From an optimization exercise on the open Yosys and OpenROAD flow, aimed at a short achievable clock period and few clock cycles; shortcuts taken in it are not production practice. RTL that was checked went through simulation tests only; none was proved equivalent to the original.

Design byte_unit_top, start of the top module:
module byte_unit_top (
  input clk,
  input rstn,
  output  [7:0] imem_addr,
  input  [20:0] imem_data,
  output  [7:0] dmem_addr,
  output        dmem_we,
  output [15:0] dmem_wdata,
  input  [15:0] dmem_rdata,
  input  sema_valid_i,
  input  sema_data_i,
  output sema_ready_o,
  input  sema_is_empty_i,
  output sema_write_o,
  output sema_data_o,
  output halted
);
For scale: ~5200 cells after synthesis, ~740 flip-flops, ~79 I/O pins.
clock: 5.0 ns
lec_check: 0
abc_clock_period_in_ps: 2400
cap_margin: 20
core_margin: 2
core_utilization: 40
setup_slack_margin: 2.6
slew_margin: 20
run.sh (not shown) runs the stock make flow with config.mk's settings and CLKGATE_MAP_FILE= SYNTH_SCRIPT=/design/flow/synth_recipe.tcl, a recipe that flattens the netlist after the stock synthesis.
The first run finished but fails on capacitance limit, slew limit.
Testbench counts at the start, summed over its fixed seeds: cycles 20,189.
==> next run, changes <==
--- a/flow/design.v
+++ b/flow/design.v
@@ -189,45 +189,65 @@
   end
   if (e_adv & d_islog) begin
     el_a <= d_v1; el_b <= d_b; el_fa <= f1; el_fb <= f2;
   end
   if (e_adv & d_ismul) begin
     ex_a <= d_v1; ex_b <= d_b; ex_fa <= f1; ex_fb <= f2;
   end
   if (e_adv & d_isvop) begin
     ev_a <= d_v1; ev_b <= d_b; ev_fa <= f1; ev_fb <= f2;
   end
 end
-wire [15:0] aa = ea_fa ? m_res : ea_a;
-wire [15:0] ab = ea_fb ? m_res : ea_b;
-wire [15:0] la = el_fa ? m_res : el_a;
-wire [15:0] lb = el_fb ? m_res : el_b;
-wire [15:0] xa = ex_fa ? m_res : ex_a;
-wire [15:0] xb = ex_fb ? m_res : ex_b;
-wire [15:0] va = ev_fa ? m_res : ev_a;
-wire [15:0] vb = ev_fb ? m_res : ev_b;
-wire [16:0] diff = {1'b0, aa} - {1'b0, ab};
+reg [15:0] mra, mrl, mrx, mrv;
+wire [15:0] la = el_fa ? mrl : el_a;
+wire [15:0] lb = el_fb ? mrl : el_b;
+wire [15:0] xa = ex_fa ? mrx : ex_a;
+wire [15:0] xb = ex_fb ? mrx : ex_b;
+wire [15:0] va = ev_fa ? mrv : ev_a;
+wire [15:0] vb = ev_fb ? mrv : ev_b;
+wire [16:0] d00 = {1'b0, ea_a} - {1'b0, ea_b};
+wire [16:0] d10 = {1'b0, mra} - {1'b0, ea_b};
+wire [16:0] d01 = {1'b0, ea_a} - {1'b0, mra};
+wire [15:0] s00 = ea_a + ea_b;
+wire [15:0] s10 = mra + ea_b;
+wire [15:0] s01 = ea_a + mra;
+wire [15:0] s11 = {mra[14:0], 1'b0};
+wire        q00 = (ea_a == ea_b);
+wire        q10 = (mra == ea_b);
+wire        q01 = (ea_a == mra);
+reg  [16:0] diff;
+reg  [15:0] sum;
+reg         eq;
+always @(*) begin
+  case ({ea_fa, ea_fb})
+    2'b00: begin diff = d00; sum = s00; eq = q00; end
+    2'b10: begin diff = d10; sum = s10; eq = q10; end
+    2'b01: begin diff = d01; sum = s01; eq = q01; end
+    default: begin diff = 17'd0; sum = s11; eq = 1'b1; end
+  endcase
+end
 wire        lt   = diff[16];
-wire        eq   = (aa == ab);
 wire        gt   = ~lt & ~eq;
+wire  [7:0] aa8  = ea_fa ? mra[7:0] : ea_a[7:0];
+wire        jbad = ea_fa ? (e_ptgt != mra[7:0]) : (e_ptgt != ea_a[7:0]);
 reg         cond;
 always @(*) begin
   case (e_cc)
     2'd0: cond = eq;
     2'd1: cond = ~eq;
     2'd2: cond = gt;
     default: cond = lt;
   endcase
 end
-assign e_mispred = (e_isbr & (cond != e_pt)) | (e_isjalr & (~e_pt | (e_ptgt != aa[7:0])));
-assign e_redir_pc = e_isjalr ? aa[7:0] : (e_pt ? e_pcn : e_bt);
+assign e_mispred = (e_isbr & (cond != e_pt)) | (e_isjalr & (~e_pt | jbad));
+assign e_redir_pc = e_isjalr ? aa8 : (e_pt ? e_pcn : e_bt);
 localparam [1:0] DV_IDLE = 2'd0, DV_CHK = 2'd1, DV_ITER = 2'd2;
 reg  [1:0] dv_st;
 reg [15:0] dv_A;
 reg [15:0] dv_B;
 reg [17:0] dv_B3;
 reg  [4:0] dv_la, dv_lb;
 reg        dv_triv, dv_bz;
 reg [15:0] dv_R;
 reg [16:0] dv_X;        
 reg [17:0] dv_X3;       
 reg [15:0] dv_Q;
@@ -320,23 +340,23 @@
 wire [31:0] l1_0 = csa(pp[0], pp[1], pp[2]);
 wire [31:0] l1_1 = csa(pp[3], pp[4], pp[5]);
 wire [31:0] l1_2 = csa(pp[6], pp[7], pp[8]);
 wire [31:0] l1_3 = csa(pp[9], pp[10], pp[11]);
 wire [31:0] l1_4 = csa(pp[12], pp[13], pp[14]);
 wire [31:0] l2_0 = csa(l1_0[15:0], l1_0[31:16], l1_1[15:0]);
 wire [31:0] l2_1 = csa(l1_1[31:16], l1_2[15:0], l1_2[31:16]);
 wire [31:0] l2_2 = csa(l1_3[15:0], l1_3[31:16], l1_4[15:0]);
 wire [31:0] l3_0 = csa(l2_0[15:0], l2_0[31:16], l2_1[15:0]);
 wire [31:0] l3_1 = csa(l2_1[31:16], l2_2[15:0], l2_2[31:16]);
 wire [15:0] alu_res =
-    ({16{e_sadd}} & (aa + ab)) |
+    ({16{e_sadd}} & sum) |
     ({16{e_ssub}} & diff[15:0]) |
     ({16{e_slink}} & {8'd0, e_pcn}) |
     ({16{e_sand}} & (la & lb)) |
     ({16{e_sor}}  & (la | lb)) |
     ({16{e_sxor}} & (la ^ lb)) |
     ({16{e_snot}} & ~la) |
     ({16{e_sshl}} & (la << lb[3:0])) |
     ({16{e_sshr}} & (la >> lb[3:0]));
 wire e_go = e_v;
 always @(posedge clk or negedge rstn) begin
   if (!rstn) begin
@@ -357,22 +377,26 @@
 end
 always @(posedge clk) begin
   if (~gstall & e_go) begin
     m_rd    <= e_rd;
     m_res   <= alu_res;
     m_isld  <= e_isld;
     m_issr  <= e_issr;
     m_addr  <= e_imm8;
     m_sdata <= va;
     m_sbit  <= e_iscmp ? cond : va[0];
   end
+  if (~gstall & d_isadd) mra <= alu_res;
+  if (~gstall & d_islog) mrl <= alu_res;
+  if (~gstall & d_ismul) mrx <= alu_res;
+  if (~gstall & d_isvop) mrv <= alu_res;
   if (~gstall & e_go & e_ismul) begin
     m_mr0   <= l3_0[15:0];
     m_mr1   <= l3_0[31:16];
     m_mr2   <= l3_1[15:0];
     m_mr3   <= l3_1[31:16];
     m_mr4   <= l1_4[31:16];
     m_mr5   <= pp[15];
   end
 end
 wire [31:0] l4_0 = csa(m_mr0, m_mr1, m_mr2);
 wire [31:0] l4_1 = csa(m_mr3, m_mr4, m_mr5);
The new run passed the timing, DRC and antenna checks; clock skew came out lower by 0.015 ns; wire length grows by 6.4%; design area rises by 5.5%; first-iteration DRC count came out lower by 5.3%; sequential share of layout area goes up by 0.98 points; final cell count goes up by 8.0%; critical path depth is unchanged.
No functional check of the RTL was part of the second run of this note.

-- static timing again, ports no longer ideal --
The results above use ideal ports. As a check the final layouts listed here were re-extracted and re-timed, cells and wires unchanged. Step 1, drivers: a clkbuf_16 drives clk and a buf_2 each remaining input, both assumed. Step 2 times the ports against the registers' clock, not the clock port: input delays grow and output delays shrink by t, the midpoint of the rising clock arrivals with the driver on. a / b / c = ideal ports / drivers / drivers and shift; a / b = the first two.
run	t (ns)	setup WS [ns]	worst setup path after step 2
the first run	0.765	1.467 / 1.467 / 1.379	input to register
the second run	0.790	1.193 / 1.193 / 1.193	register to register
The setup slack of the first run, which loses most, moves by 0.000 ns with the drivers and by -0.088 ns with both steps.
